This design comes from an exercise in tuning for small area on the open sky130 flow, not from production work. The RTL was checked by simulation tests, not by an equivalence proof against the original design. The clock port is modelled as an ideal driver, which makes a skipped or thinned clock tree look cheaper than it is; a real chip needs a root buffer or a tree. Power and IR drop assume default switching activity.

[config.mk]
export PLATFORM = sky130hd
export DESIGN_NAME = Counter
export DESIGN_NICKNAME = Counter
export VERILOG_FILES = /design/flow/design.v
export SDC_FILE = /design/flow/constraint.sdc
export NUM_CORES = 4
export LEC_CHECK = 0
export CAP_MARGIN = 20
export CORE_AREA = 2.3 2.72 60.72 60.56
export DIE_AREA = 0 0 63 63
export SLEW_MARGIN = 20
[constraint.sdc]
create_clock -name core_clock -period 15.0 [get_ports {clk}]
set_input_delay 3.0000 -clock core_clock [delete_from_list [all_inputs] [get_ports {clk}]]
set_output_delay 3.0000 -clock core_clock [all_outputs]
set_load 0.01 [all_outputs]
[design.v]
`timescale 1ns / 1ps
module Counter(
    input wire clk,
    input wire rst,
    input wire up,
    input wire down,
    input wire reset,
    input wire [3:0] amount,
    output wire [3:0] anodes,
    output wire [7:0] cathodes
);
    reg [10:0] lf;
    reg [2:0] q8;
    reg [2:0] q5;
    wire wrap = &lf;                             
    always @(posedge clk) begin
        if (rst) begin
            lf <= 11'b00111111110;
            q8 <= 3'd0;
            q5 <= 3'b000;
        end else begin
            lf <= {lf[9:3], lf[2] ^ wrap, lf[1:0], lf[10] ^ lf[8]};
            if (wrap) begin
                q8 <= q8 + 3'd1;
                q5 <= {q5[1:0], ~(q5[1] | q5[2])};
            end
        end
    end
    wire [1:0] idx = q8[2:1];
    wire q5_2 = q5[1] & q5[0];                   
    wire q5_4 = q5[2] & ~q5[1];                  
    wire sample = (lf == 11'b00000010100) && q5_2;    
    wire exam = (lf == 11'b01111111111) && q5_4;      
    reg [2:0] prev;
    reg [1:0] act;    
    always @(posedge clk) begin
        if (rst)
            prev <= 3'b000;
        else if (sample) begin
            prev <= {reset, down, up};
            if (reset & ~prev[2]) act <= 2'b11;
            else if (down & ~prev[1]) act <= 2'b10;
            else if (up & ~prev[0]) act <= 2'b01;
            else act <= 2'b00;
        end
    end
    reg [3:0] amt;
    reg rst_q;
    always @(posedge clk) begin
        amt <= amount;
        rst_q <= rst;
    end
    reg [7:0] value;
    always @(posedge clk) begin
        if (rst)
            value <= 8'd0;
        else if (exam) begin
            case (act)
                2'b01: value <= value + {4'b0, amt};
                2'b10: value <= value - {4'b0, amt};
                2'b11: value <= 8'd0;
                default: ;
            endcase
        end
    end
    wire sign = value[7];
    wire [7:0] n = sign ? -value : value;
    wire [3:0] q = n / 8'd10;           
    wire ge10 = q != 4'd0;
    wire ge100 = q >= 4'd10;
    wire [3:0] tens = ge100 ? q - 4'd10 : q;
    wire [3:0] units = n - {q, 3'b000} - {q, 1'b0};
    reg [3:0] dig;
    reg show;
    always @(*) begin
        case (idx)
            2'd0: begin dig = units; show = 1'b1; end
            2'd1: begin dig = ge10 ? tens : 4'd10; show = ge10 | sign; end
            2'd2: begin dig = ge100 ? 4'd1 : 4'd10; show = ge100 | (ge10 & sign); end
            default: begin dig = 4'd10; show = ge100 & sign; end
        endcase
    end
    reg [6:0] seg;
    always @(*) begin
        case (dig)           
            4'd0: seg = 7'b0000001;
            4'd1: seg = 7'b1001111;
            4'd2: seg = 7'b0010010;
            4'd3: seg = 7'b0000110;
            4'd4: seg = 7'b1001100;
            4'd5: seg = 7'b0100100;
            4'd6: seg = 7'b0100000;
            4'd7: seg = 7'b0001111;
            4'd8: seg = 7'b0000000;
            4'd9: seg = 7'b0000100;
            default: seg = 7'b1111110;
        endcase
    end
    wire blank = rst_q | ~show;
    assign anodes = blank ? 4'b1111 : ~(4'b0001 << idx);
    assign cathodes = {blank ? 7'b1111111 : seg, 1'b1};
endmodule
[flow/run.sh]
#!/bin/bash
# Own layout flow: the standard flow with an area-oriented logic synthesis
# (no full-adder extraction, a deeper ABC area script) and minimum-size port
# buffers. Registers and their names are those of the standard synthesis.
set -euo pipefail
WORK=$(pwd)
FLOWDIR=$WORK/flow

# Synthesis: ORFS synth.tcl with the ABC script swapped for flow/area.abc
sed 's|^\( *\)log_cmd abc {\*}$abc_args|\1log_cmd abc -script '"$FLOWDIR"'/area.abc {*}[lrange $abc_args 2 end]|' \
    "$FLOW_HOME/scripts/synth.tcl" > "$WORK/area_synth_body.tcl"
grep -q "area.abc" "$WORK/area_synth_body.tcl"
sed 's|source \$::env(SCRIPTS_DIR)/synth.tcl|source '"$WORK"'/area_synth_body.tcl|' \
    "$WORK/synth_recipe.tcl" > "$WORK/area_synth.tcl"
grep -q "area_synth_body.tcl" "$WORK/area_synth.tcl"

# The standard flow's make command, with the synthesis script above and extra settings
sed -e 's|SYNTH_SCRIPT=[^ ]*synth_recipe.tcl|SYNTH_SCRIPT='"$WORK"'/area_synth.tcl|' \
    -e 's|"\${@:-finish}"|ADDER_MAP_FILE= "BUFFER_PORTS_ARGS=-buffer_cell sky130_fd_sc_hd__buf_1" "CTS_ARGS=-sink_clustering_enable -repair_clock_nets -dont_use_dummy_load -sink_clustering_size 40 -sink_clustering_max_diameter 80 -buf_list sky130_fd_sc_hd__clkbuf_8" "${@:-finish}"|' \
    "$WORK/standard.sh" > "$WORK/area_standard.sh"
grep -q "area_synth.tcl" "$WORK/area_standard.sh"

bash "$WORK/area_standard.sh" > "$WORK/flow_make.log" 2>&1
[flow/area.abc]
strash
&get -n
&deepsyn -T 60
&put
dch -f
map -a
topo
stime -c
[standard.sh]
#!/bin/bash
# synth_recipe.tcl (not shown) runs the flow's synth.tcl, then flattens the netlist and writes it again
# the make line also repeats each setting of config.mk as NAME=value (left out here)
make -C /OpenROAD-flow-scripts/flow DESIGN_CONFIG=/design/flow/config.mk WORK_HOME=/design/flow/orfs CLKGATE_MAP_FILE= SYNTH_SCRIPT=/design/flow/synth_recipe.tcl "${@:-finish}"
==> results.json, run 1 <==
{
  "cp_max_fo": 5,
  "yosys.area_share.simple": 0.265,
  "ys.flop_type": "dfxtp_1",
  "synth_nets": 287,
  "clock_latency_ps": 280,
  "maxSlewHeadroom": 0.580,
  "r2r-start": "act[0]$_SDFFCE_PP1P_",
  "ant_nets": 0,
  "clkTransAtPathRegs_ps": 60,
  "hpwl_um": 2810,
  "netlist.area_leader.share": 0.352,
  "port_buffers": 19,
  "synth_top_family_by_area": "simple AND/OR/NAND/NOR gates",
  "syn_avg_cell_area_um2": 6.75,
  "tightest_slew_ps": 625,
  "critPathMaxStageDelay_ps": 390,
  "path_buf_inv": 9,
  "antenna_cells": 0,
  "ctsResizeCount": 0,
  "tns_ps": 0,
  "post_cts_buffers": 0,
  "hold_buffers": 0,
  "nNetsFinal": 312,
  "final_max_slew_viol_count": 0,
  "whs_path_depth": 2,
  "netlist_area_um2": 1880,
  "ys_warn_count": 1,
  "grt_pass1_wl_um": 6480,
  "setup_violations": 0,
  "leakagePower_uw": 0.000771,
  "wl_um": 3470,
  "first_pass_iters": 4,
  "overflow": 0,
  "muxShareOfSynthArea": 0,
  "cpMaxStageDelayCell": "dfxtp_1",
  "drcViolationCount": 0,
  "fmax_mhz": 131,
  "cp_data_required_time_ps": 12000,
  "finalCritPeriodShare": 0.507,
  "cts_buffer_depth": 2,
  "min_from": "lf[9]$_SDFF_PP0_",
  "whs_endpoint": "lf[10]$_SDFF_PP0_",
  "cts.sink_count": 35,
  "place_congestion": 0.852,
  "yosysMostFrequentCell": "clkinv_1",
  "cts_root_buffer": "clkbuf_8",
  "synth-xor-area-share": 0.0607,
  "crit_path_end_kind": "output pin",
  "ir_drop_mv": 0.0650,
  "area_growth_pct": 10.1,
  "initial_core_util": 0.562,
  "clock_skew_ps": 13.8,
  "synth_edf_count": 2,
  "maxCapViolCount": 0,
  "cts_tree": "done",
  "ys_ff_latch": 35,
  "grt_max_degree": 13,
  "worstRegToRegCells": 13,
  "arrival_ps": 4610,
  "synth_area_leaders": "dfxtp_1 35%, clkinv_1 10%, nand2_1 9.4%, nor2_1 9.2%, o21ai_0 5.9%",
  "cts_max_level": 2,
  "period_minus_slack_ps": 7610,
  "async_flop_share": 0,
  "cp-start-kind": "flip-flop",
  "synth_compound_area_frac": 0.177,
  "grt_pass1_vias": 1623,
  "die_h_um": 63,
  "vias": 1716,
  "numCtsBuffers": 5,
  "r2r_end": "value[7]$_SDFFE_PP0P_",
  "rrSetupSlack_ps": 12570,
  "rsz0062_at_grt": "false",
  "synthAdderAreaFrac": 0.00533,
  "hold_class": "flip-flop to flip-flop",
  "synth_top_area_cell": "dfxtp_1",
  "crit_family": "simple AND/OR/NAND/NOR gates",
  "status": "no timing/DRC/antenna violations",
  "core_um2": 3340,
  "yosysSeqAreaShare": 0.384,
  "cpMostUsedCell": "clkinv_1",
  "hold_viol": 0,
  "io_pins": 21,
  "power_uw": 207,
  "antenna_found_initial": 0,
  "p_per_area_nw_per_um2": 100,
  "rows": 21,
  "yosys-top-cells-count": "51 x clkinv_1, 47 x nand2_1, 46 x nor2_1",
  "die_area_um2": 3970,
  "ys_types": 27,
  "dieWidth_um": 63,
  "syn_inst": 278,
  "drive_above_1_share": 0.0498,
  "track_usage": 0.201,
  "routed_via_density": 4.95,
  "critPathKind": "flip-flop to output pin",
  "drt_first_iter_violations": 62,
  "wire_per_inst_um": 10.0
}
-- cells in the final DEF, fill, tap and decap left out, drive strengths merged, types with 2 or more instances in the layout --
cell / count
nand3: 3
a31oi: 2
buf: 19
xnor2: 5
o21ai: 22
nor4: 3
edfxtp: 2
o32ai: 2
o31ai: 2
clkbuf: 5
o22ai: 6
xor2: 8
dfxtp: 33
nor3: 4
nor2: 46
a21boi: 2
clkinv: 51
nand4: 4
a21oi: 18
nand2: 47
or2: 10
-- worst reg2reg max path, delay by kind of cell (launching register included) --
kind,cells,cell delay [ps]
flops,1,480
simple gates,7,920
xor+xnor,2,360
buf+inv,1,90
compound gates,3,480
-- state kept, by name, indices dropped and copies added (netlist names) --
register  count
act           2
prev          3
rst_q         1
q8            3
value         8
amt           4
q5            3
lf           11
-- power by group --
part | switching, uW | total (uW) | leakage (uW) | internal (uW)
combinational | 31.9 | 50.0 | 0.000447 | 18.2
clock | 28.0 | 57.8 | 0.0000359 | 29.8
sequential | 2.14 | 98.8 | 0.000288 | 96.6
-- stage by stage --
step | util | instance area (um2) | worst slack, ps | cells | hold WS [ps]
after global placement | 0.599 | 2000 | 7760 | 342 | 427
after global routing | 0.619 | 2070 | 6650 | 347 | 471
after floorplan | - | 1880 | 8160 | 278 | 407
after detailed placement | 0.599 | 2000 | 7690 | 342 | 429
final | 0.619 | 2070 | 7390 | 347 | 443
after CTS | 0.619 | 2070 | 7380 | 347 | 443
-- worst max path at each step --
stage          slack, ps             startpoint  depth (start not counted)          end
5_1_grt             6650  value[5]$_SDFFE_PP0P_                         28  cathodes[4]
2_1_floorplan       8160  value[6]$_SDFFE_PP0P_                         29  cathodes[4]
3_3_place_gp        7760  value[6]$_SDFFE_PP0P_                         30  cathodes[4]
3_5_place_dp        7690  value[6]$_SDFFE_PP0P_                         30  cathodes[4]
6_report            7390  value[6]$_SDFFE_PP0P_                         30  cathodes[4]
4_1_cts             7380  value[6]$_SDFFE_PP0P_                         30  cathodes[4]
-- layer usage --
layer  track usage  share of wire  vias up
li1              -              -      949
met1         0.241           0.50      741
met2         0.356           0.47       24
met3        0.0432          0.028        2
met4        0.0583         0.0060        0
met5             0              0        -
-- cell families after synthesis --
family                     after synthesis
and+or+nand+nor                        118
AOI/OAI and AO/OA                       58
buffers and inverters                   52
DFF                                     35
xor gates and xnor gates                13
adders and majority gates                1
other                                    1
-- layout make-up --
cell class                 count  area [um2]
sequential                    35         721
fill                         345        1270
timing repair buffer          19        71.3
multi-input combinational    191         957
inverter                      51         191
clock buffer                   5        68.8
tap                           46        57.6
==> inputs of run 2 (changes only) <==
--- a/flow/run.sh
+++ b/flow/run.sh
@@ -17,5 +17,5 @@
 # The standard flow's make command, with the synthesis script above and extra settings
 sed -e 's|SYNTH_SCRIPT=[^ ]*synth_recipe.tcl|SYNTH_SCRIPT='"$WORK"'/area_synth.tcl|' \
-    -e 's|"\${@:-finish}"|ADDER_MAP_FILE= "BUFFER_PORTS_ARGS=-buffer_cell sky130_fd_sc_hd__buf_1" "CTS_ARGS=-sink_clustering_enable -repair_clock_nets -dont_use_dummy_load -sink_clustering_size 40 -sink_clustering_max_diameter 80 -buf_list sky130_fd_sc_hd__clkbuf_8" "${@:-finish}"|' \
+    -e 's|"\${@:-finish}"|ADDER_MAP_FILE= "BUFFER_PORTS_ARGS=-buffer_cell sky130_fd_sc_hd__buf_1" "CTS_ARGS=-sink_clustering_enable -repair_clock_nets -dont_use_dummy_load" "${@:-finish}"|' \
     "$WORK/standard.sh" > "$WORK/area_standard.sh"
 grep -q "area_synth.tcl" "$WORK/area_standard.sh"
==> results.json, run 2 <==
{
  "syn_inst": 278,
  "ys.flop_type": "dfxtp_1",
  "dieWidth_um": 63,
  "synth_nets": 287,
  "rrSetupSlack_ps": 12570,
  "grt_max_degree": 13,
  "clock_skew_ps": 23.1,
  "yosys-top-cells-count": "51 x clkinv_1, 47 x nand2_1, 46 x nor2_1",
  "post_cts_buffers": 0,
  "place_congestion": 0.852,
  "vias": 1721,
  "die_area_um2": 3970,
  "combPwrFrac": 0.262,
  "syn_avg_cell_area_um2": 6.75,
  "p_sw_uw": 60.5,
  "tightest_slew_ps": 628,
  "yosysSeqAreaShare": 0.384,
  "period_minus_slack_ps": 7650,
  "cts.sink_count": 35,
  "cts_buffer_depth": 2,
  "synth_area_leaders": "dfxtp_1 35%, clkinv_1 10%, nand2_1 9.4%, nor2_1 9.2%, o21ai_0 5.9%",
  "finalCritPeriodShare": 0.510,
  "netlist_area_um2": 1880,
  "wl_um": 3450,
  "hold_viol": 0,
  "placed_cell_area_um2": 2000,
  "drt_first_iter_violations": 62,
  "cpMaxStageDelayCell": "dfxtp_1",
  "top_register": "lf",
  "overflow": 0,
  "setup_violations": 0,
  "drcViolationCount": 0,
  "final_max_slew_viol_count": 0,
  "synth_edf_count": 2,
  "numCtsBuffers": 5,
  "grt_pass1_vias": 1620,
  "critPathKind": "flip-flop to output pin",
  "cellInternalPower_uw": 130,
  "ir_drop_mv": 0.0558,
  "fmax_mhz": 131,
  "ys_warn_count": 1,
  "place_ws_ps": 7690,
  "die_h_um": 63,
  "sw_frac_of_total": 0.317,
  "io_pins": 21,
  "ctsResizeCount": 0,
  "stdcell_area_um2": 2040,
  "area_growth_pct": 8.47,
  "wire_per_inst_um": 9.95,
  "ys_types": 27,
  "rsz0062_at_grt": "false",
  "clock_latency_ps": 330,
  "maxSlewHeadroom": 0.578,
  "layoutNonFillerInstCount": 347,
  "seqPwrFrac": 0.517,
  "ant_nets": 0,
  "cp_data_required_time_ps": 12000,
  "maxCapViolCount": 0,
  "cpMostUsedCell": "clkinv_1",
  "routed_via_density": 4.96,
  "clkTransAtPathRegs_ps": 90,
  "port_buffers": 19,
  "initial_core_util": 0.562,
  "nNetsFinal": 312,
  "drive_above_1_share": 0.0498,
  "cp_max_fo": 5,
  "leakagePower_uw": 0.000758,
  "reg_top3": "lf: 11 flops, value: 8 flops, amt: 4 flops",
  "cts_root_buffer": "clkbuf_4",
  "synth_top_area_cell": "dfxtp_1",
  "antenna_found_initial": 0,
  "yosysMostFrequentCell": "clkinv_1",
  "ys_ff_latch": 35,
  "core_um2": 3340,
  "hold_class": "flip-flop to flip-flop",
  "layout_commonest_cell": "clkinv_1",
  "track_usage": 0.205,
  "antenna_cells": 0,
  "crit_path_end_kind": "output pin",
  "clockPowerShare": 0.221,
  "rows": 21,
  "status": "no timing/DRC/antenna violations",
  "cts_tree": "done",
  "critPathMaxStageDelay_ps": 390,
  "arrival_ps": 4650,
  "dpl.cell_count": 342,
  "hold_buffers": 0,
  "utilization": 0.610,
  "async_flop_share": 0,
  "netlist.area_leader.share": 0.352,
  "first_pass_iters": 4,
  "tns_ps": 0,
  "cp-start-kind": "flip-flop",
  "largest_reg_flops": 11,
  "setup_ws_ps": 7350,
  "p_per_area_nw_per_um2": 93.7,
  "layout_common_cells": "51 x clkinv_1, 47 x nand2_1, 46 x nor2_1",
  "hpwl_um": 2810,
  "cts_max_level": 2,
  "grt_pass1_wl_um": 6490
}
run 2: cell counts after synthesis:
No cell type changed its count.
run 2: area by class of cell:
type | count | area (um2)
Sequential cell | 35 | 721
Clock buffer | 5 | 37.5
Tap cell | 46 | 57.6
Fill cell | 353 | 1300
Multi-Input combinational cell | 191 | 957
Timing Repair Buffer | 19 | 71.3
Inverter | 51 | 191
run 2: cell families (layout without fill, tap and decap cells):
| kind of cell | after synthesis | in the layout | synth area share |
|---|---|---|---|
| xor gates and xnor gates | 13 | 13 | 0.0607 |
| DFF | 35 | 35 | 0.384 |
| other | 1 | 1 | 0.00200 |
| AOI/OAI and AO/OA | 58 | 58 | 0.177 |
| and+or+nand+nor | 118 | 118 | 0.265 |
| buffers and inverters | 52 | 75 | 0.106 |
| adders and majority gates | 1 | 1 | 0.00533 |
run 2: metrics by stage:
step	hold WS (ps)	power, uW
floorplan	407	140
global placement	427	151
detailed placement	429	151
CTS	445	193
global route	473	205
finish	444	191
run 2: routing by layer:
layer	GRT usage	wire length, um	part of all wire	up-vias
met5	0	0	0	-
met4	0.0833	59	0.017	0
met3	0.0541	104	0.030	8
met2	0.350	1550	0.45	26
met1	0.242	1740	0.50	734
li1	-	-	-	953
run 2: power by group through the flow:
stage / registers [uW] / clock network [uW] / logic, uW
3_3_place_gp: 101 / 0 / 50.3
4_1_cts: 98.7 / 44.3 / 50.3
6_report: 98.6 / 42.2 / 50.0
2_1_floorplan: 100 / 0 / 39.7
5_1_grt: 99.1 / 47.8 / 58.7
3_5_place_dp: 101 / 0 / 50.1
run 2: worst max-delay path: cells and delay by family, from the launching register on:
kind            cells  cell delay, ps
compound gates      6            1140
simple gates       14            1530
buf+inv             9             910
flops               1             390
xor+xnor            1             330
run 2: path summary, 6_finish.rpt:
kind,startpoint,end,cells past startpoint
worst max-delay path,value[6]$_SDFFE_PP0P_,cathodes[4],30
worst max register to register,act[0]$_SDFFCE_PP1P_,value[7]$_SDFFE_PP0P_,13
worst min-delay path,lf[9]$_SDFF_PP0_,lf[10]$_SDFF_PP0_,2
worst min register to register,lf[9]$_SDFF_PP0_,lf[10]$_SDFF_PP0_,2
==> inputs of run 3 (changes only) <==
--- a/design.v
+++ b/design.v
@@ -52,16 +52,10 @@
     end
     reg [7:0] value;
-    always @(posedge clk) begin
-        if (rst)
-            value <= 8'd0;
-        else if (exam) begin
-            case (act)
-                2'b01: value <= value + {4'b0, amt};
-                2'b10: value <= value - {4'b0, amt};
-                2'b11: value <= 8'd0;
-                default: ;
-            endcase
-        end
-    end
+    wire en_add = exam & (act == 2'b01);
+    wire en_sub = exam & (act == 2'b10);
+    wire clr = rst | (exam & (act == 2'b11));
+    wire [7:0] step = {{4{en_sub}}, ({4{en_add}} & amt) | ({4{en_sub}} & ~amt)};
+    always @(posedge clk)
+        value <= clr ? 8'd0 : value + step + {7'd0, en_sub};
     wire sign = value[7];
     wire [7:0] n = sign ? -value : value;
@@ -70,5 +64,5 @@
     wire ge100 = q >= 4'd10;
     wire [3:0] tens = ge100 ? q - 4'd10 : q;
-    wire [3:0] units = n - {q, 3'b000} - {q, 1'b0};
+    wire [3:0] units = n % 8'd10;
     reg [3:0] dig;
     reg show;
==> flow/run.sh (replaced) <==
#!/bin/bash
# Own layout flow: the standard flow (standard.sh, same make targets and
# settings) with an area-oriented logic synthesis and minimum-size port buffers.
#  - synthesis is the standard flow's synthesis script with full-adder extraction off and
#    the ABC mapping script replaced by flow/area.abc (deepsyn + amap); it is run
#    with several ABC seeds in parallel and the smallest netlist is kept.
#    Registers and their names are those of the standard synthesis.
#  - port buffers are buf_1; CTS uses no dummy loads.
# Each tool's output goes to a log file in the work folder (synth_s*.log,
# flow_make.log) and ORFS's own logs under orfs*/logs.
set -euo pipefail
WORK=$(pwd)
FLOWDIR=$WORK/flow

sed 's|^\( *\)log_cmd abc {\*}$abc_args|\1log_cmd abc -script $::env(AREA_ABC_SCRIPT) {*}[lrange $abc_args 2 end]|' \
    "$FLOW_HOME/scripts/synth.tcl" > "$WORK/area_synth_body.tcl"
grep -q "AREA_ABC_SCRIPT" "$WORK/area_synth_body.tcl"
sed 's|source \$::env(SCRIPTS_DIR)/synth.tcl|source '"$WORK"'/area_synth_body.tcl|' \
    "$WORK/synth_recipe.tcl" > "$WORK/area_synth.tcl"
grep -q "area_synth_body.tcl" "$WORK/area_synth.tcl"

sed -e 's|SYNTH_SCRIPT=[^ ]*synth_recipe.tcl|SYNTH_SCRIPT='"$WORK"'/area_synth.tcl|' \
    -e 's|"\${@:-finish}"|ADDER_MAP_FILE= "BUFFER_PORTS_ARGS=-buffer_cell sky130_fd_sc_hd__buf_1" "CTS_ARGS=-sink_clustering_enable -repair_clock_nets -dont_use_dummy_load" "${@:-finish}"|' \
    "$WORK/standard.sh" > "$WORK/area_standard.sh"
grep -q "area_synth.tcl" "$WORK/area_standard.sh"

# Synthesis with several ABC seeds, in parallel
SEEDS="1 2 3 4"
for s in $SEEDS; do
  sed "s/SEED/$s/g" "$FLOWDIR/area.abc" > "$WORK/area_s$s.abc"
  ( AREA_ABC_SCRIPT="$WORK/area_s$s.abc" bash "$WORK/area_standard.sh" WORK_HOME="$WORK/orfs_s$s" synth \
      > "$WORK/synth_s$s.log" 2>&1 || echo "seed $s failed" ) &
done
wait
best=""; best_area=""
for s in $SEEDS; do
  rpt="$WORK/orfs_s$s/reports/sky130hd/Counter/base/synth_stat.txt"
  [[ -f "$rpt" && -f "$WORK/orfs_s$s/results/sky130hd/Counter/base/1_synth.odb" ]] || continue
  a=$(grep "Chip area for module" "$rpt" | tail -1 | awk '{print $NF}')
  echo "seed $s area $a" | tee -a "$WORK/synth_choice.log"
  if [[ -z "$best" ]] || awk -v a="$a" -v b="$best_area" 'BEGIN{exit !(a<b)}'; then best=$s; best_area=$a; fi
done
[[ -n "$best" ]]
echo "chosen seed $best area $best_area" | tee -a "$WORK/synth_choice.log"
rm -rf "$WORK/orfs"
mv "$WORK/orfs_s$best" "$WORK/orfs"

# Rest of the standard flow on the chosen netlist
AREA_ABC_SCRIPT="$WORK/area_s$best.abc" bash "$WORK/area_standard.sh" > "$WORK/flow_make.log" 2>&1
==> flow/area.abc (replaced) <==
strash
&get -n
&deepsyn -T 60 -S SEED
&put
dch -f
amap -F 4 -A 20
topo
stime -c
==> results.json, run 3 <==
{
  "drt_first_iter_violations": 139,
  "ys_ff_latch": 35,
  "cts_root_buffer": "clkbuf_4",
  "period_minus_slack_ps": 8980,
  "cts.sink_count": 35,
  "maxSlewHeadroom": 0.443,
  "setup_violations": 0,
  "hold_class": "flip-flop to flip-flop",
  "synth_top_area_cell": "dfxtp_1",
  "clock_latency_ps": 330,
  "track_usage": 0.194,
  "cts_tree": "done",
  "core_um2": 3340,
  "crit_path_end_kind": "output pin",
  "layout_commonest_cell": "nor2_1",
  "ant_nets": 0,
  "die_h_um": 63,
  "synth_nets": 251,
  "drive_above_1_share": 0.0189,
  "rsz0062_at_grt": "false",
  "finalCritPeriodShare": 0.599,
  "area_growth_pct": 8.93,
  "path_cells": "clkinv_1 > o21ai_0 > a22oi_1 > or3_1 > a222oi_1 > a21o_1 > nor2_1 > o31ai_1 > clkinv_1 > nor2_1 > clkinv_1 > o211a_1 > nor2_1 > clkinv_1 > a22oi_1 > nor2_1 > o41ai_1 > a31oi_1 > nand2_1 > nor2_1 > o21ai_0 > o21bai_1 > o21a_1 > buf_1",
  "final_max_slew_viol_count": 0,
  "leakagePower_uw": 0.000729,
  "yosysSeqAreaShare": 0.405,
  "cts_buffer_depth": 2,
  "drcViolationCount": 0,
  "syn_avg_cell_area_um2": 7.35,
  "setup_ws_ps": 6020,
  "largest_reg_flops": 11,
  "first_pass_iters": 4,
  "nNetsFinal": 276,
  "status": "no timing/DRC/antenna violations",
  "antenna_found_initial": 0,
  "numCtsBuffers": 5,
  "io_pins": 21,
  "cts_max_level": 2,
  "initial_core_util": 0.533,
  "critPathKind": "flip-flop to output pin",
  "die_area_um2": 3970,
  "reg_top3": "lf: 11 flops, value: 8 flops, amt: 4 flops",
  "fmax_mhz": 111,
  "hold_ws_ps": 449,
  "dieWidth_um": 63,
  "routed_via_density": 5.52,
  "place_ws_ps": 6460,
  "port_buffers": 19,
  "ys_types": 35,
  "netlist.area_leader.share": 0.371,
  "arrival_ps": 5980,
  "ys_warn_count": 1,
  "syn_inst": 242,
  "ys.flop_type": "dfxtp_1",
  "async_flop_share": 0,
  "wire_per_inst_um": 11.2,
  "antenna_cells": 0,
  "rows": 21,
  "clock_skew_ps": 12.8,
  "post_cts_buffers": 0,
  "wl_um": 3470,
  "vias": 1718,
  "tightest_slew_ps": 825,
  "p_per_area_nw_per_um2": 75.6,
  "top_register": "lf",
  "yosysMostFrequentCell": "nor2_1",
  "hpwl_um": 2740,
  "ir_drop_mv": 0.0560,
  "cp_max_fo": 9,
  "hold_buffers": 0,
  "grt_pass1_vias": 1526,
  "tns_ps": 0,
  "cp_data_required_time_ps": 12000,
  "cpMaxStageDelayCell": "o41ai_1",
  "place_congestion": 0.970,
  "clkTransAtPathRegs_ps": 90,
  "layout_common_cells": "40 x nor2_1, 36 x clkinv_1, 33 x dfxtp_1",
  "power_uw": 146,
  "maxCapViolCount": 0,
  "cp-start-kind": "flip-flop",
  "ctsResizeCount": 0,
  "synth_edf_count": 2,
  "cpMostUsedCell": "nor2_1",
  "overflow": 0,
  "yosys-top-cells-count": "40 x nor2_1, 36 x clkinv_1, 33 x dfxtp_1",
  "critPathMaxStageDelay_ps": 680,
  "hold_viol": 0,
  "grt_max_degree": 15,
  "synth_area_leaders": "dfxtp_1 37%, nor2_1 8.4%, clkinv_1 7.6%, o21ai_0 7.0%, a21oi_1 5.9%",
  "grt_pass1_wl_um": 6300,
  "netlist_area_um2": 1780
}
run 3: cell types whose count changed after synthesis, sizes merged, moves of 4 or more:
cell	change
clkinv	-15
nor2b	+5
nand2	-26
nor2	-6
or2	-4
xor2	-8
o211a	+4
xnor2	-5
run 3: cells by family (layout without fill, tap and decap cells):
group,count (synthesis),in the layout,share of synthesized area
other cells,1,1,0.00211
buf+inv,37,60,0.0802
flops,35,35,0.405
compound gates,82,82,0.291
simple gates,87,87,0.222
run 3: worst max-delay path: cells and delay by family, from the launching register on:
| kind | cells | cell delay (ps) |
|---|---|---|
| flip-flops | 1 | 470 |
| AND/OR/NAND/NOR | 7 | 1060 |
| buffers and inverters | 5 | 800 |
| AO/OA/AOI/OAI | 12 | 3320 |
run 3: report_power, final:
| group | switching [uW] | internal, uW |
|---|---|---|
| Combinational | 4.59 | 2.58 |
| Clock | 27.1 | 15.6 |
| Sequential | 0.956 | 95.6 |
run 3: final timing paths:
check                            from                   to  slack (ps)  depth (start not counted)
setup / recovery  value[7]$_SDFF_PP0_          cathodes[5]        6020                         24
hold / removal       lf[1]$_SDFF_PP1_     lf[2]$_SDFF_PP1_         450                          2
setup reg to reg     lf[6]$_SDFF_PP1_  value[7]$_SDFF_PP0_       10760                         21
hold reg to reg      lf[1]$_SDFF_PP1_     lf[2]$_SDFF_PP1_         450                          2
run 3: stage by stage:
| stage | cells | util | instance area (um2) |
|---|---|---|---|
| 6_report | 311 | 0.581 | 1940 |
| 5_1_grt | 311 | 0.581 | 1940 |
| 4_1_cts | 311 | 0.581 | 1940 |
| 3_5_place_dp | 306 | 0.570 | 1900 |
| 3_3_place_gp | 306 | 0.570 | 1900 |
| 2_1_floorplan | 242 | - | 1780 |
run 3: area by class of cell:
| cell class | instances | area (um2) |
|---|---|---|
| fillers | 342 | 1400 |
| repair buffers | 19 | 71.3 |
| flip-flops and latches | 35 | 721 |
| inverters | 36 | 135 |
| well taps | 46 | 57.6 |
| multi-input cells | 170 | 916 |
| clock buffers | 5 | 37.5 |
run 3: layer usage:
layer  vias to the layer above  part of all wire  track usage
met5                         -                 0            0
met4                         0            0.0089       0.0667
met3                         5             0.044       0.0450
met2                        36              0.47        0.323
met1                       768              0.48        0.246
li1                        909                 -            -
==> inputs of run 4 (changes only) <==
--- a/design.v
+++ b/design.v
@@ -10,5 +10,7 @@
     output wire [7:0] cathodes
 );
-    reg [10:0] lf;
+    localparam [10:0] LF_POL = 11'b10101010101;
+    reg [10:0] lf_r;
+    wire [10:0] lf = lf_r ^ LF_POL;
     reg [2:0] q8;
     reg [2:0] q5;
@@ -16,9 +18,9 @@
     always @(posedge clk) begin
         if (rst) begin
-            lf <= 11'b00111111110;
+            lf_r <= 11'b00111111110 ^ LF_POL;
             q8 <= 3'd0;
             q5 <= 3'b000;
         end else begin
-            lf <= {lf[9:3], lf[2] ^ wrap, lf[1:0], lf[10] ^ lf[8]};
+            lf_r <= {lf[9:3], lf[2] ^ wrap, lf[1:0], lf[10] ^ lf[8]} ^ LF_POL;
             if (wrap) begin
                 q8 <= q8 + 3'd1;
@@ -64,5 +66,5 @@
     wire ge100 = q >= 4'd10;
     wire [3:0] tens = ge100 ? q - 4'd10 : q;
-    wire [3:0] units = n % 8'd10;
+    wire [3:0] units = n - {q, 3'b000} - {q, 1'b0};    
     reg [3:0] dig;
     reg show;
--- a/flow/run.sh
+++ b/flow/run.sh
@@ -4,5 +4,5 @@
 #  - synthesis is the standard flow's synthesis script with full-adder extraction off and
 #    the ABC mapping script replaced by flow/area.abc (deepsyn + amap); it is run
-#    with several ABC seeds in parallel and the smallest netlist is kept.
+#    with several ABC seeds, in parallel, and the smallest netlist is kept.
 #    Registers and their names are those of the standard synthesis.
 #  - port buffers are buf_1; CTS uses no dummy loads.
@@ -26,9 +26,13 @@
 
 # Synthesis with several ABC seeds, in parallel
-SEEDS="1 2 3 4"
+SEEDS="1 2 3 4 5 6 7 8"
+PAR=${NUM_CORES:-4}
+n=0
 for s in $SEEDS; do
   sed "s/SEED/$s/g" "$FLOWDIR/area.abc" > "$WORK/area_s$s.abc"
   ( AREA_ABC_SCRIPT="$WORK/area_s$s.abc" bash "$WORK/area_standard.sh" WORK_HOME="$WORK/orfs_s$s" synth \
       > "$WORK/synth_s$s.log" 2>&1 || echo "seed $s failed" ) &
+  n=$((n+1))
+  if (( n % PAR == 0 )); then wait; fi
 done
 wait
==> flow/area.abc (replaced) <==
strash
&get -n
&deepsyn -T 40 -S SEED
&put
dch -f
amap -F 4 -A 20
topo
stime -c
==> results.json, run 4 <==
{
  "wire_per_inst_um": 11.7,
  "met1_length_um": 1700,
  "die_area_um2": 3970,
  "cp_data_required_time_ps": 12000,
  "ant_nets": 0,
  "area_growth_pct": 8.97,
  "maxSlewHeadroom": 0.326,
  "cts.sink_count": 35,
  "clock_latency_ps": 330,
  "tightest_slew_ps": 1000,
  "power_uw": 183,
  "arrival_ps": 4490,
  "clkTransAtPathRegs_ps": 100,
  "netlist.area_leader.share": 0.373,
  "overflow": 0,
  "post_cts_buffers": 0,
  "hold_buffers": 0,
  "async_flop_share": 0,
  "core_um2": 3340,
  "layout_commonest_cell": "nor2_1",
  "layout_common_cells": "45 x nor2_1, 33 x dfxtp_1, 26 x clkinv_1",
  "hold_class": "flip-flop to flip-flop",
  "ys_types": 42,
  "cts_root_buffer": "clkbuf_4",
  "dieWidth_um": 63,
  "leakagePower_uw": 0.000679,
  "grt_pass1_vias": 1493,
  "track_usage": 0.197,
  "hold_viol": 0,
  "cts_tree": "done",
  "syn_avg_cell_area_um2": 7.60,
  "p_per_area_nw_per_um2": 95.0,
  "die_h_um": 63,
  "clock_skew_ps": 9.89,
  "period_minus_slack_ps": 7490,
  "synth_nets": 242,
  "cp-start-kind": "flip-flop",
  "crit_path_end_kind": "output pin",
  "finalCritPeriodShare": 0.499,
  "reg_top3": "lf_r: 11 flops, value: 8 flops, amt: 4 flops",
  "largest_reg_flops": 11,
  "ir_drop_mv": 0.0707,
  "ctsResizeCount": 0,
  "antenna_found_initial": 0,
  "tns_ps": 0,
  "drcViolationCount": 0,
  "grt_pass1_wl_um": 6210,
  "ys.flop_type": "dfxtp_1",
  "yosysSeqAreaShare": 0.407,
  "nNetsFinal": 267,
  "port_buffers": 19,
  "highest_layer": "met4",
  "fmax_mhz": 134,
  "syn_inst": 233,
  "cts_max_level": 2,
  "antenna_cells": 0,
  "synth_top_area_cell": "dfxtp_1",
  "dr_wl_met3_um": 81,
  "dr_wl_met2_um": 1710,
  "yosysMostFrequentCell": "nor2_1",
  "synth_edf_count": 2,
  "status": "no timing/DRC/antenna violations",
  "synth_area_leaders": "dfxtp_1 37%, nor2_1 9.5%, clkinv_1 5.5%, a21oi_1 5.4%, o21ai_0 5.4%",
  "io_pins": 21,
  "wl_um": 3530,
  "vias": 1669,
  "first_pass_iters": 4,
  "stdcell_area_um2": 1930,
  "maxCapViolCount": 0,
  "netlist_area_um2": 1770,
  "ys_ff_latch": 35,
  "setup_violations": 0,
  "hpwl_um": 2700,
  "place_congestion": 0.822,
  "routed_via_density": 5.53,
  "top_register": "lf_r",
  "initial_core_util": 0.531,
  "cp_max_fo": 7,
  "cts_buffer_depth": 2,
  "grt_max_degree": 15,
  "rows": 21,
  "numCtsBuffers": 5,
  "final_max_slew_viol_count": 0,
  "critPathKind": "flip-flop to output pin",
  "drt_first_iter_violations": 113,
  "rsz0062_at_grt": "false",
  "yosys-top-cells-count": "45 x nor2_1, 33 x dfxtp_1, 26 x clkinv_1",
  "drive_above_1_share": 0.0195,
  "ys_warn_count": 1,
  "placed_cell_area_um2": 1890
}
## run 4: changes by cell type after synthesis, moves of 3 or more
cell      delta
a31oi_1      -3
nand2_1      -8
nand4b_1     +4
nor2_1       +5
o211a_1      -3
o22ai_1      +5
o21ai_0      -6
clkinv_1    -10
nor3_1       +5
## run 4: power by group
part	switching [uW]	leakage [uW]	total, uW	internal, uW
Sequential	2.57	0.000288	99.5	96.9
Clock	27.2	0.0000230	42.9	15.7
Combinational	25.9	0.000368	41.1	15.2
## run 4: per-layer routing
| layer | vias up | global-route usage |
|---|---|---|
| met5 | - | 0 |
| met3 | 4 | 0.0559 |
| met1 | 745 | 0.244 |
| met4 | 0 | 0.0778 |
| met2 | 21 | 0.323 |
| li1 | 899 | - |
## run 4: cells by family (layout without fill, tap and decap cells)
family / after synthesis / in the layout / synth area share
other: 1 / 1 / 0.00212
DFF: 35 / 35 / 0.407
and+or+nand+nor: 93 / 93 / 0.251
AOI/OAI and AO/OA: 76 / 76 / 0.276
buffers and inverters: 27 / 50 / 0.0593
xor gates and xnor gates: 1 / 1 / 0.00494
## run 4: path summary, 6_finish.rpt
path	from	to	slack, ps	depth (start not counted)
setup / recovery	value[7]$_SDFF_PP0_	cathodes[6]	7510	21
hold / removal	lf_r[4]$_SDFF_PP0_	lf_r[5]$_SDFF_PP1_	400	1
setup reg to reg	lf_r[4]$_SDFF_PP0_	value[7]$_SDFF_PP0_	11200	20
hold reg to reg	lf_r[4]$_SDFF_PP0_	lf_r[5]$_SDFF_PP1_	400	1
## run 4: through the flow
stage / hold slack [ps] / cells / worst slack, ps / utilization
after floorplan: 361 / 233 / 8470 / -
after global placement: 376 / 297 / 8030 / 0.567
after detailed placement: 378 / 297 / 7940 / 0.567
after CTS: 388 / 302 / 7540 / 0.579
after global routing: 410 / 302 / 6860 / 0.579
final: 397 / 302 / 7510 / 0.579
## run 4: critical path, cell delays in order, from the launching register on
cell and delay, ps:
dfxtp_1 450, clkinv_1 220, nand2_1 150, a22oi_1 90, o32ai_1 310, o22ai_1 140
a21oi_1 180, clkinv_1 140, nor2b_1 180, nor4_1 80, o22ai_1 260, o21ai_0 190
nor2_1 170, nor2_1 90, nor2_1 130, nor3_1 60, a311oi_1 400, o311ai_0 250
or2_0 300, nor2_1 120, o22a_1 120, buf_1 140
## run 4: area by class of cell
cell class	instances	area (um2)
clock buffer	5	37.5
multi-input combinational	171	946
sequential	35	721
inverter	26	97.6
timing repair buffer	19	71.3
tap	46	57.6
fill	333	1410
==> inputs of run 5 (changes only) <==
--- a/flow/run.sh
+++ b/flow/run.sh
@@ -3,5 +3,5 @@
 # settings) with an area-oriented logic synthesis and minimum-size port buffers.
 #  - synthesis is the standard flow's synthesis script with full-adder extraction off and
-#    the ABC mapping script replaced by flow/area.abc (deepsyn + amap); it is run
+#    the ABC mapping script replaced by flow/area.abc (deepsyn, amap and mfs3); it is run
 #    with several ABC seeds, in parallel, and the smallest netlist is kept.
 #    Registers and their names are those of the standard synthesis.
@@ -26,5 +26,5 @@
 
 # Synthesis with several ABC seeds, in parallel
-SEEDS="1 2 3 4 5 6 7 8"
+SEEDS="1 2 3 4 5 6 7 8 9 10 11 12"
 PAR=${NUM_CORES:-4}
 n=0
==> flow/area.abc (replaced) <==
strash
&get -n
&deepsyn -T 40 -S SEED
&put
dch -f
amap -F 4 -A 20
mfs3 -ae
topo
stime -c
==> results.json, run 5 <==
{
  "final_max_slew_viol_count": 0,
  "dieWidth_um": 63,
  "drive_above_1_share": 0.0195,
  "wl_um": 3620,
  "sw_frac_of_total": 0.222,
  "cpMaxStageDelayCell": "dfxtp_1",
  "ir_drop_mv": 0.0709,
  "synth_area_leaders": "dfxtp_1 38%, nor2_1 8.8%, clkinv_1 7.3%, o21ai_0 6.6%, a21oi_1 4.6%",
  "grt_pass1_vias": 1536,
  "p_sw_uw": 32.7,
  "power_uw": 147,
  "seqPwrFrac": 0.659,
  "p_per_area_nw_per_um2": 77.5,
  "grt_max_degree": 14,
  "maxCapViolCount": 0,
  "clock_skew_ps": 29.4,
  "hold_buffers": 0,
  "worstRegToRegCells": 12,
  "clock_latency_ps": 330,
  "ys_warn_count": 1,
  "cts_max_level": 2,
  "grt_pass1_wl_um": 6390,
  "status": "no timing/DRC/antenna violations",
  "drt_first_iter_violations": 100,
  "ant_nets": 0,
  "place_congestion": 0.901,
  "reg_top3": "lf_r: 11 flops, value: 8 flops, amt: 4 flops",
  "first_pass_iters": 4,
  "critPathKind": "flip-flop to output pin",
  "yosysMostFrequentCell": "nor2_1",
  "combPwrFrac": 0.059,
  "cts_buffer_depth": 2,
  "critPathMaxStageDelay_ps": 420,
  "die_area_um2": 3970,
  "vias": 1676,
  "die_h_um": 63,
  "core_um2": 3340,
  "tns_ps": 0,
  "cts_tree": "done",
  "arrival_ps": 5700,
  "wire_per_inst_um": 11.9,
  "whs_path_depth": 1,
  "maxSlewHeadroom": 0.590,
  "syn_inst": 234,
  "place_ws_ps": 6680,
  "tightest_slew_ps": 610,
  "netlist_area_um2": 1740,
  "period_minus_slack_ps": 8700,
  "antenna_found_initial": 0,
  "yosys-top-cells-count": "41 x nor2_1, 34 x clkinv_1, 33 x dfxtp_1",
  "cts.sink_count": 35,
  "routed_via_density": 5.53,
  "largest_reg_flops": 11,
  "leakagePower_uw": 0.000616,
  "setup_ws_ps": 6300,
  "io_pins": 21,
  "top_register": "lf_r",
  "ys.flop_type": "dfxtp_1",
  "rsz0062_at_grt": "false",
  "cp_data_required_time_ps": 12000,
  "cts_root_buffer": "clkbuf_4",
  "synth_top_area_cell": "dfxtp_1",
  "cpMostUsedCell": "nor2_1",
  "hold_viol": 0,
  "fillers": 351,
  "port_buffers": 19,
  "drcViolationCount": 0,
  "layout_commonest_cell": "nor2_1",
  "clockPowerShare": 0.282,
  "clkTransAtPathRegs_ps": 110,
  "cp-start-kind": "flip-flop",
  "area_growth_pct": 9.12,
  "async_flop_share": 0,
  "ys_types": 37,
  "crit_path_end_kind": "output pin",
  "yosysSeqAreaShare": 0.414,
  "cp_max_fo": 8,
  "nNetsFinal": 268,
  "rows": 21,
  "hpwl_um": 2790,
  "hold_class": "flip-flop to flip-flop",
  "netlist.area_leader.share": 0.379,
  "setup_violations": 0,
  "ys_ff_latch": 35,
  "cellInternalPower_uw": 115,
  "overflow": 0,
  "syn_avg_cell_area_um2": 7.44,
  "synth_edf_count": 2,
  "initial_core_util": 0.522,
  "layout_common_cells": "41 x nor2_1, 34 x clkinv_1, 33 x dfxtp_1",
  "post_cts_buffers": 0,
  "fmax_mhz": 115,
  "finalCritPeriodShare": 0.580,
  "synth_nets": 243,
  "track_usage": 0.199,
  "numCtsBuffers": 5,
  "ctsResizeCount": 0,
  "antenna_cells": 0
}
## run 5: changes by cell type in the layout (fill, tap and decap cells not counted), sizes merged, moves of 4 or more
cell / previous run / this run
clkinv: 26 / 34
nand3: 1 / 6
nor2: 45 / 41
nor2b: 5 / 1
o21ai: 19 / 23
## run 5: cell type report
type	instances	area (um2)	area share
multi-input combinational	164	886	0.466
sequential	35	721	0.379
inverter	34	128	0.0671
timing repair buffer	19	71.3	0.0375
tap	46	57.6	0.0303
clock buffer	5	37.5	0.0197
## run 5: routing by layer
metal | wire, um | vias to the layer above | global-route usage | share of wire
li1 | - | 897 | - | -
met1 | 1710 | 720 | 0.245 | 0.47
met2 | 1700 | 57 | 0.343 | 0.47
met3 | 186 | 2 | 0.0486 | 0.051
met4 | 19 | 0 | 0.0583 | 0.0053
met5 | 0 | - | 0 | 0
## run 5: worst paths after layout
| kind | from | to | slack, ps |
|---|---|---|---|
| max | value[7]$_SDFF_PP0_ | cathodes[6] | 6300 |
| min | lf_r[6]$_SDFF_PP0_ | lf_r[7]$_SDFF_PP1_ | 400 |
| max reg2reg | act[0]$_SDFFCE_PP1P_ | value[7]$_SDFF_PP0_ | 11840 |
| min reg2reg | lf_r[6]$_SDFF_PP0_ | lf_r[7]$_SDFF_PP1_ | 400 |
## run 5: cells by family after synthesis
logic type             synth area share
AO/OA/AOI/OAI                     0.291
other                           0.00215
buffers and inverters            0.0776
flip-flops                        0.414
AND/OR/NAND/NOR                   0.216
## run 5: worst max-delay path, delay by kind of cell (launching register included)
kind                   cells  cell delay, ps
AND/OR/NAND/NOR           11            1630
AO/OA/AOI/OAI             13            2670
buffers and inverters      4             680
flip-flops                 1             420
## run 5: power by group through the flow
stage | registers (uW) | clock network (uW) | logic, uW
2_1_floorplan | 98.8 | 0 | 5.83
3_3_place_gp | 99.2 | 0 | 8.62
3_5_place_dp | 99.2 | 0 | 8.69
4_1_cts | 97.1 | 43.6 | 8.75
5_1_grt | 97.4 | 48.4 | 10.2
6_report | 97.1 | 41.5 | 8.67
## run 5: metrics by stage
step / std cells / hold WS (ps) / area, um2 / utilization
floorplan: 234 / 366 / 1740 / -
global placement: 298 / 380 / 1860 / 0.558
detailed placement: 298 / 383 / 1860 / 0.558
CTS: 303 / 404 / 1900 / 0.570
global route: 303 / 427 / 1900 / 0.570
finish: 303 / 404 / 1900 / 0.570
==> inputs of run 6 (changes only) <==
--- a/design.v
+++ b/design.v
@@ -53,5 +53,6 @@
         rst_q <= rst;
     end
-    reg [7:0] value;
+    reg [7:0] value_n;
+    wire [7:0] value = ~value_n;
     wire en_add = exam & (act == 2'b01);
     wire en_sub = exam & (act == 2'b10);
@@ -59,5 +60,5 @@
     wire [7:0] step = {{4{en_sub}}, ({4{en_add}} & amt) | ({4{en_sub}} & ~amt)};
     always @(posedge clk)
-        value <= clr ? 8'd0 : value + step + {7'd0, en_sub};
+        value_n <= clr ? 8'hff : ~(value + step + {7'd0, en_sub});
     wire sign = value[7];
     wire [7:0] n = sign ? -value : value;
==> results.json, run 6 <==
{
  "yosys-top-cells-count": "34 x nor2_1, 33 x dfxtp_1, 29 x clkinv_1",
  "yosysMostFrequentCell": "nor2_1",
  "clkTransAtPathRegs_ps": 100,
  "yosys.area_share.simple": 0.214,
  "layout_commonest_cell": "nor2_1",
  "r2r-start": "lf_r[3]$_SDFF_PP1_",
  "period_minus_slack_ps": 9530,
  "cts.sink_count": 35,
  "dieWidth_um": 63,
  "wire_per_inst_um": 11.4,
  "post_cts_buffers": 0,
  "syn_avg_cell_area_um2": 7.61,
  "antenna_cells": 0,
  "final_max_slew_viol_count": 0,
  "clock_skew_ps": 16.3,
  "synth-xor-area-share": 0.0101,
  "async_flop_share": 0,
  "netlist.area_leader.share": 0.382,
  "syn_inst": 227,
  "hpwl_um": 2650,
  "io_pins": 21,
  "critPathMaxStageDelay_ps": 430,
  "synth_top_family_by_area": "compound AO/OA/AOI/OAI gates",
  "grt_max_degree": 14,
  "netlist_area_um2": 1730,
  "drcViolationCount": 0,
  "ant_nets": 0,
  "muxShareOfSynthArea": 0.00579,
  "routed_via_density": 5.58,
  "cpMostUsedCell": "nor2_1",
  "drive_above_1_share": 0.0200,
  "arrival_ps": 6530,
  "rrSetupSlack_ps": 11340,
  "drt_first_iter_violations": 62,
  "hold_class": "flip-flop to flip-flop",
  "cpMaxStageDelayCell": "dfxtp_1",
  "rows": 21,
  "ctsResizeCount": 0,
  "grt_pass1_wl_um": 6150,
  "cp-start-kind": "flip-flop",
  "synth_top_area_cell": "dfxtp_1",
  "layout_common_cells": "34 x nor2_1, 33 x dfxtp_1, 29 x clkinv_1",
  "fillers": 341,
  "placed_cell_area_um2": 1850,
  "reg_top3": "lf_r: 11 flops, value_n: 8 flops, amt: 4 flops",
  "hold_buffers": 0,
  "ys_ff_latch": 35,
  "die_area_um2": 3970,
  "setup_violations": 0,
  "dpl.cell_count": 291,
  "maxCapViolCount": 0,
  "vias": 1653,
  "synth_compound_area_frac": 0.283,
  "grt_pass1_vias": 1546,
  "port_buffers": 19,
  "ys_warn_count": 1,
  "p_per_area_nw_per_um2": 101,
  "antenna_found_initial": 0,
  "cts_root_buffer": "clkbuf_4",
  "clock_latency_ps": 330,
  "overflow": 0,
  "rsz0062_at_grt": "false",
  "critPathKind": "flip-flop to output pin",
  "cp_max_fo": 6,
  "utilization": 0.565,
  "leakagePower_uw": 0.000649,
  "core_um2": 3340,
  "place_congestion": 0.984,
  "tns_ps": 0,
  "cts_tree": "done",
  "top_register": "lf_r",
  "stdcell_area_um2": 1890,
  "ir_drop_mv": 0.0553,
  "cts_max_level": 2,
  "status": "no timing/DRC/antenna violations",
  "crit_end": "cathodes[6]",
  "cp_data_required_time_ps": 12000,
  "r2r_end": "value_n[7]$_SDFF_PP1_",
  "tightest_slew_ps": 646,
  "crit_path_end_kind": "output pin",
  "ys.flop_type": "dfxtp_1",
  "numCtsBuffers": 5,
  "hold_viol": 0,
  "initial_core_util": 0.518,
  "min_from": "lf_r[6]$_SDFF_PP0_",
  "area_growth_pct": 9.20,
  "die_h_um": 63,
  "maxSlewHeadroom": 0.564,
  "cp-startpoint": "value_n[1]$_SDFF_PP1_",
  "ys_types": 37,
  "fmax_mhz": 105,
  "synth_edf_count": 2,
  "nNetsFinal": 261,
  "wl_um": 3390,
  "layoutNonFillerInstCount": 296,
  "synthAdderAreaFrac": 0,
  "worstRegToRegCells": 22,
  "track_usage": 0.189,
  "first_pass_iters": 4,
  "synth_nets": 236,
  "cts_buffer_depth": 2,
  "synth_area_leaders": "dfxtp_1 38%, nor2_1 7.4%, clkinv_1 6.3%, o21ai_0 6.1%, nand2_1 4.8%",
  "finalCritPeriodShare": 0.635,
  "largest_reg_flops": 11,
  "yosysSeqAreaShare": 0.417
}
==> run 6: logic make-up (layout without fill, tap and decap cells) <==
family                    count (synthesis)  in the layout
and+or+nand+nor                          83             83
AOI/OAI and AO/OA                        75             75
DFF                                      35             35
buffers and inverters                    30             53
xor gates and xnor gates                  2              2
other                                     1              1
muxes                                     1              1
==> run 6: layout make-up <==
class / instances / area [um2] / share of cell area
Multi-Input combinational cell: 162 / 891 / 0.472
Sequential cell: 35 / 721 / 0.382
Inverter: 29 / 109 / 0.0577
Timing Repair Buffer: 19 / 71.3 / 0.0378
Tap cell: 46 / 57.6 / 0.0305
Clock buffer: 5 / 37.5 / 0.0199
==> run 6: critical path, delay by kind of cell, from the launching register on <==
kind                   cells  cell delay [ps]
AO/OA/AOI/OAI             15             3190
buffers and inverters      4              580
flip-flops                 1              430
AND/OR/NAND/NOR           15             2010
==> run 6: worst min-delay path by stage <==
stage               slack (ps)                 end  cells past startpoint
global route               420  lf_r[7]$_SDFF_PP1_                      1
CTS                        400  lf_r[7]$_SDFF_PP1_                      1
global placement           370  lf_r[7]$_SDFF_PP1_                      1
floorplan                  360  lf_r[1]$_SDFF_PP1_                      1
detailed placement         380  lf_r[7]$_SDFF_PP1_                      1
finish                     390  lf_r[7]$_SDFF_PP1_                      1
==> run 6: metal layers <==
metal | vias up | GRT usage | routed length [um]
met5 | - | 0 | 0
met3 | 4 | 0.0541 | 111
met4 | 0 | 0.0500 | 34
met2 | 24 | 0.352 | 1710
met1 | 759 | 0.206 | 1530
li1 | 866 | - | -
==> run 6: report_power, final <==
group	leakage [uW]	total, uW	internal, uW	switching, uW
registers	0.000289	99.1	96.6	2.43
clock network	0.0000230	42.8	15.7	27.2
logic	0.000338	49.0	17.7	31.3
==> run 6: stage by stage <==
stage,setup slack (ps),power (uW),hold WS (ps)
after global routing,4500,204,423
final,5470,191,394
after detailed placement,5900,150,383
after CTS,5500,193,401
after global placement,6310,148,372
after floorplan,6610,138,362
==> inputs of run 7 (changes only) <==
--- a/flow/run.sh
+++ b/flow/run.sh
@@ -26,5 +26,5 @@
 
 # Synthesis with several ABC seeds, in parallel
-SEEDS="1 2 3 4 5 6 7 8 9 10 11 12"
+SEEDS=$(seq 1 24)
 PAR=${NUM_CORES:-4}
 n=0
==> flow/area.abc (replaced) <==
strash
&get -n
&deepsyn -T 20 -S SEED
&put
dch -f
amap -F 4 -A 20
mfs3 -ae
topo
stime -c
==> results.json, run 7 <==
{
  "status": "no timing/DRC/antenna violations",
  "wire_per_inst_um": 11.4,
  "async_flop_share": 0,
  "grt_max_degree": 14,
  "clock_latency_ps": 330,
  "multi_input_area_um2": 891,
  "yosysSeqAreaShare": 0.417,
  "cts.sink_count": 35,
  "clockPowerShare": 0.224,
  "netlist.area_leader.share": 0.382,
  "dieWidth_um": 63,
  "nNetsFinal": 261,
  "worstRegToRegCells": 22,
  "drive_above_1_share": 0.0200,
  "fillers": 341,
  "p_per_area_nw_per_um2": 101,
  "critPathMaxStageDelay_ps": 430,
  "die_h_um": 63,
  "top_register": "lf_r",
  "cellInternalPower_uw": 130,
  "period_minus_slack_ps": 9530,
  "die_area_um2": 3970,
  "syn_avg_cell_area_um2": 7.61,
  "routed_via_density": 5.58,
  "layout_commonest_cell": "nor2_1",
  "cts_buffer_depth": 2,
  "rrSetupSlack_ps": 11340,
  "port_buffers": 19,
  "fmax_mhz": 105,
  "cpMaxStageDelayCell": "dfxtp_1",
  "regArea_um2": 721,
  "p_sw_uw": 60.9,
  "wl_um": 3390,
  "power_uw": 191,
  "dpl.cell_count": 291,
  "largest_reg_flops": 11,
  "synth_area_leaders": "dfxtp_1 38%, nor2_1 7.4%, clkinv_1 6.3%, o21ai_0 6.1%, nand2_1 4.8%",
  "leakagePower_uw": 0.000649,
  "cts_tree": "done",
  "cpMostUsedCell": "nor2_1",
  "cp_max_fo": 6,
  "yosysMostFrequentCell": "nor2_1",
  "synthAdderAreaFrac": 0,
  "ctsResizeCount": 0,
  "crit_end": "cathodes[6]",
  "maxCapViolCount": 0,
  "stdcell_area_um2": 1890,
  "clkTransAtPathRegs_ps": 100,
  "maxSlewHeadroom": 0.564,
  "yosys.area_share.simple": 0.214,
  "utilization": 0.565,
  "clock_skew_ps": 16.3,
  "initial_core_util": 0.518,
  "hold_buffers": 0,
  "critPathKind": "flip-flop to output pin",
  "cts_root_buffer": "clkbuf_4",
  "final_max_slew_viol_count": 0,
  "rsz0062_at_grt": "false",
  "post_cts_buffers": 0,
  "numCtsBuffers": 5,
  "area_growth_pct": 9.20,
  "ys_ff_latch": 35,
  "ir_drop_mv": 0.0553,
  "r2r_end": "value_n[7]$_SDFF_PP1_",
  "layoutNonFillerInstCount": 296,
  "hpwl_um": 2650,
  "vias": 1653,
  "hold_class": "flip-flop to flip-flop",
  "drt_first_iter_violations": 62,
  "placed_cell_area_um2": 1850,
  "cp-startpoint": "value_n[1]$_SDFF_PP1_",
  "cp_data_required_time_ps": 12000,
  "tightest_slew_ps": 646,
  "reg_top3": "lf_r: 11 flops, value_n: 8 flops, amt: 4 flops",
  "place_congestion": 0.984,
  "synth_top_family_by_area": "compound AO/OA/AOI/OAI gates",
  "synth_compound_area_frac": 0.283,
  "netlist_area_um2": 1730,
  "hold_viol": 0,
  "antenna_cells": 0,
  "sw_frac_of_total": 0.319,
  "yosys-top-cells-count": "34 x nor2_1, 33 x dfxtp_1, 29 x clkinv_1",
  "synth_top_area_cell": "dfxtp_1",
  "crit_path_end_kind": "output pin",
  "io_pins": 21,
  "ant_nets": 0,
  "grt_pass1_wl_um": 6150,
  "syn_inst": 227,
  "antenna_found_initial": 0,
  "ys.flop_type": "dfxtp_1",
  "drcViolationCount": 0,
  "synth_nets": 236,
  "layout_common_cells": "34 x nor2_1, 33 x dfxtp_1, 29 x clkinv_1",
  "synth-xor-area-share": 0.0101,
  "grt_pass1_vias": 1546,
  "seqPwrFrac": 0.519,
  "combPwrFrac": 0.257,
  "min_from": "lf_r[6]$_SDFF_PP0_",
  "cp-start-kind": "flip-flop",
  "tns_ps": 0,
  "track_usage": 0.189,
  "rows": 21,
  "setup_violations": 0,
  "arrival_ps": 6530,
  "ys_types": 37,
  "synth_edf_count": 2,
  "cts_max_level": 2,
  "ys_warn_count": 1,
  "first_pass_iters": 4,
  "finalCritPeriodShare": 0.635,
  "core_um2": 3340,
  "r2r-start": "lf_r[3]$_SDFF_PP1_",
  "muxShareOfSynthArea": 0.00579,
  "overflow": 0
}
[run 7: worst min-delay path by stage]
| stage | end | slack [ps] | depth (start not counted) |
|---|---|---|---|
| after floorplan | lf_r[1]$_SDFF_PP1_ | 360 | 1 |
| after global placement | lf_r[7]$_SDFF_PP1_ | 370 | 1 |
| after detailed placement | lf_r[7]$_SDFF_PP1_ | 380 | 1 |
| after CTS | lf_r[7]$_SDFF_PP1_ | 400 | 1 |
| after global routing | lf_r[7]$_SDFF_PP1_ | 420 | 1 |
| final | lf_r[7]$_SDFF_PP1_ | 390 | 1 |
[run 7: critical path: cells and delay by family, from the launching register on]
| kind | cells | cell delay (ps) |
|---|---|---|
| buffers and inverters | 4 | 580 |
| flip-flops | 1 | 430 |
| AO/OA/AOI/OAI | 15 | 3190 |
| AND/OR/NAND/NOR | 15 | 2010 |
[run 7: per-layer routing]
metal | track usage | wire (um)
met5 | 0 | 0
met2 | 0.352 | 1710
met4 | 0.0500 | 34
met1 | 0.206 | 1530
met3 | 0.0541 | 111
[run 7: kinds of logic (layout without fill, tap and decap cells)]
| group | Yosys count | after routing |
|---|---|---|
| simple gates | 83 | 83 |
| compound gates | 75 | 75 |
| flops | 35 | 35 |
| buf+inv | 30 | 53 |
| xor+xnor | 2 | 2 |
| other cells | 1 | 1 |
| mux | 1 | 1 |
[run 7: cell type report]
cell class	instances	area share
Timing Repair Buffer	19	0.0378
Multi-Input combinational cell	162	0.472
Inverter	29	0.0577
Tap cell	46	0.0305
Clock buffer	5	0.0199
Sequential cell	35	0.382
[run 7: power by group through the flow]
stage	Clock, uW	Combinational, uW	Sequential (uW)
after floorplan	0	37.4	101
after global placement	0	47.2	101
after detailed placement	0	48.7	101
after CTS	45.1	48.9	99.1
after global routing	48.2	56.5	99.5
final	42.8	49.0	99.1
[run 7: metrics by stage]
step	worst slack, ps	hold WS, ps
floorplan	6610	362
global placement	6310	372
detailed placement	5900	383
CTS	5500	401
global route	4500	423
finish	5470	394
==> inputs of run 8 (changes only) <==
--- a/flow/run.sh
+++ b/flow/run.sh
@@ -6,5 +6,6 @@
 #    with several ABC seeds, in parallel, and the smallest netlist is kept.
 #    Registers and their names are those of the standard synthesis.
-#  - port buffers are buf_1; CTS uses no dummy loads.
+#  - port buffers are buf_1; CTS uses no dummy loads, and its root buffer is
+#    dropped (the clock port drives the four leaf clock buffers).
 # Each tool's output goes to a log file in the work folder (synth_s*.log,
 # flow_make.log) and ORFS's own logs under orfs*/logs.
@@ -26,5 +27,5 @@
 
 # Synthesis with several ABC seeds, in parallel
-SEEDS=$(seq 1 24)
+SEEDS="1 2 3 4 5 6 7 8 9 10 11 12"
 PAR=${NUM_CORES:-4}
 n=0
@@ -51,3 +52,6 @@
 
 # Rest of the standard flow on the chosen netlist
-AREA_ABC_SCRIPT="$WORK/area_s$best.abc" bash "$WORK/area_standard.sh" > "$WORK/flow_make.log" 2>&1
+# (after CTS, flow/noroot.tcl removes the clock tree's root buffer so that
+# the clock port feeds the four leaf buffers directly)
+AREA_ABC_SCRIPT="$WORK/area_s$best.abc" POST_CTS_TCL="$FLOWDIR/noroot.tcl" \
+    bash "$WORK/area_standard.sh" > "$WORK/flow_make.log" 2>&1
==> flow/area.abc (replaced) <==
strash
&get -n
&deepsyn -T 40 -S SEED
&put
dch -f
amap -F 4 -A 20
mfs3 -ae
topo
stime -c
==> flow/noroot.tcl (new file) <==
set block [ord::get_db_block]
set root [$block findInst clkbuf_0_clk]
if { $root != "NULL" } {
  set in_net [[$root findITerm A] getNet]
  set out_net [[$root findITerm X] getNet]
  set loads {}
  foreach it [$out_net getITerms] {
    if { [$it getInst] != $root } { lappend loads $it }
  }
  if { [llength $loads] <= 4 && [$out_net getBTerms] == "" } {
    foreach it $loads {
      $it disconnect
      $it connect $in_net
    }
    [$root findITerm A] disconnect
    [$root findITerm X] disconnect
    odb::dbInst_destroy $root
    odb::dbNet_destroy $out_net
    estimate_parasitics -placement
    puts "noroot: removed clkbuf_0_clk, [llength $loads] leaf buffers on the clock port"
  } else {
    puts "noroot: kept clkbuf_0_clk ([llength $loads] loads)"
  }
}
==> results.json, run 8 <==
{
  "rsz0062_at_grt": "false",
  "synth_edf_count": 2,
  "hold_viol": 0,
  "wire_per_inst_um": 11.3,
  "syn_avg_cell_area_um2": 7.61,
  "grt_max_degree": 14,
  "yosysSeqAreaShare": 0.417,
  "leakagePower_uw": 0.000645,
  "io_pins": 21,
  "ant_nets": 0,
  "grt_pass1_wl_um": 6100,
  "synth_top_area_cell": "dfxtp_1",
  "whs_path_depth": 1,
  "cts.sink_count": 35,
  "reg_top3": "lf_r: 11 flops, value_n: 8 flops, amt: 4 flops",
  "dieWidth_um": 63,
  "hpwl_um": 2650,
  "cp_data_required_time_ps": 12000,
  "initial_core_util": 0.518,
  "cp_max_fo": 6,
  "crit_path_end_kind": "output pin",
  "clkTransAtPathRegs_ps": 100,
  "netlist.area_leader.share": 0.382,
  "drcViolationCount": 0,
  "area_growth_pct": 8.76,
  "die_h_um": 63,
  "clock_skew_ps": 14.1,
  "die_area_um2": 3970,
  "r2r-start": "lf_r[3]$_SDFF_PP1_",
  "hold_ws_ps": 394,
  "track_usage": 0.184,
  "core_um2": 3340,
  "cpMostUsedCell": "nor2_1",
  "clock_latency_ps": 160,
  "critPathKind": "flip-flop to output pin",
  "ir_drop_mv": 0.0552,
  "ys.flop_type": "dfxtp_1",
  "drive_above_1_share": 0.0161,
  "worstRegToRegCells": 22,
  "rows": 21,
  "min_from": "lf_r[6]$_SDFF_PP0_",
  "top_register": "lf_r",
  "whs_endpoint": "lf_r[7]$_SDFF_PP1_",
  "rrSetupSlack_ps": 11360,
  "nNetsFinal": 260,
  "vias": 1644,
  "async_flop_share": 0,
  "routed_via_density": 5.57,
  "layout_commonest_cell": "nor2_1",
  "maxCapViolCount": 0,
  "finalCritPeriodShare": 0.624,
  "grt_pass1_vias": 1538,
  "ys_ff_latch": 35,
  "yosys-top-cells-count": "34 x nor2_1, 33 x dfxtp_1, 29 x clkinv_1",
  "cp-start-kind": "flip-flop",
  "ys_types": 37,
  "period_minus_slack_ps": 9350,
  "layout_common_cells": "34 x nor2_1, 33 x dfxtp_1, 29 x clkinv_1",
  "p_per_area_nw_per_um2": 97.7,
  "overflow": 0,
  "syn_inst": 227,
  "setup_violations": 0,
  "critPathMaxStageDelay_ps": 430,
  "r2r_end": "value_n[7]$_SDFF_PP1_",
  "path_buf_inv": 4,
  "final_max_slew_viol_count": 0,
  "cpMaxStageDelayCell": "dfxtp_1",
  "crit_family": "compound AO/OA/AOI/OAI gates",
  "place_congestion": 0.984,
  "hold_class": "flip-flop to flip-flop",
  "fmax_mhz": 107,
  "largest_reg_flops": 11,
  "wl_um": 3330,
  "antenna_cells": 0,
  "arrival_ps": 6350,
  "drt_first_iter_violations": 75,
  "status": "no timing/DRC/antenna violations",
  "tns_ps": 0,
  "synth_nets": 236,
  "port_buffers": 19,
  "first_pass_iters": 4,
  "yosysMostFrequentCell": "nor2_1",
  "ys_warn_count": 1,
  "tightest_slew_ps": 646,
  "antenna_found_initial": 0,
  "netlist_area_um2": 1730,
  "maxSlewHeadroom": 0.564,
  "synth_area_leaders": "dfxtp_1 38%, nor2_1 7.4%, clkinv_1 6.3%, o21ai_0 6.1%, nand2_1 4.8%"
}
run 8: final cells by class:
type / count / area (um2)
clock buffers: 4 / 30.0
fillers: 342 / 1460
inverters: 29 / 109
multi-input cells: 162 / 891
flip-flops and latches: 35 / 721
well taps: 46 / 57.6
repair buffers: 19 / 71.3
run 8: worst reg2reg max path, delay by kind of cell, from the launching register on:
kind                      cells  cell delay [ps]
DFF                           1              370
xor gates and xnor gates      1              160
AOI/OAI and AO/OA             8             1180
and+or+nand+nor              13             1810
run 8: worst max path at each step:
stage / from / endpoint / slack, ps / depth (start not counted)
global route: value_n[1]$_SDFF_PP1_ / cathodes[6] / 4680 / 34
finish: value_n[1]$_SDFF_PP1_ / cathodes[6] / 5650 / 34
floorplan: value_n[1]$_SDFF_PP1_ / cathodes[6] / 6610 / 33
global placement: value_n[2]$_SDFF_PP1_ / cathodes[6] / 6310 / 34
detailed placement: value_n[2]$_SDFF_PP1_ / cathodes[6] / 5900 / 34
run 8: routing by layer:
| metal | routed length [um] | part of all wire | global-route usage | up-vias |
|---|---|---|---|---|
| met5 | 0 | 0 | 0 | - |
| met4 | 32 | 0.0096 | 0.0417 | 0 |
| met1 | 1520 | 0.46 | 0.206 | 755 |
| met2 | 1690 | 0.51 | 0.352 | 24 |
| met3 | 90 | 0.027 | 0.0378 | 3 |
| li1 | - | - | - | 862 |
run 8: power by group:
part / leakage [uW] / switching (uW) / total [uW] / internal, uW
sequential: 0.000289 / 2.43 / 99.1 / 96.6
clock: 0.0000184 / 22.8 / 35.5 / 12.8
combinational: 0.000338 / 31.3 / 49.0 / 17.7
total: 0.000645 / 56.5 / 184 / 127
run 8: cell families (layout without fill, tap and decap cells):
logic type,after synthesis,count (layout),synth area share
buffers and inverters,30,52,0.0673
xor gates and xnor gates,2,2,0.0101
AOI/OAI and AO/OA,75,75,0.283
muxes,1,1,0.00579
other,1,1,0.00217
and+or+nand+nor,83,83,0.214
DFF,35,35,0.417
run 8: metrics by stage:
step	total power (uW)	instance area (um2)	std cells	setup slack, ps	utilization
after detailed placement	150	1850	291	5900	0.554
after global routing	196	1880	295	4680	0.563
after floorplan	138	1730	227	6610	-
after global placement	148	1850	291	6310	0.554
final	184	1880	295	5650	0.563

Check on run 8: ideal ports give 5.647 ns setup slack; a clkbuf_16 on the clock port and buf_2 on the inputs give 5.608 ns; moving port delays by the midpoint clock arrival (0.194 ns) as well gives 5.802 ns.
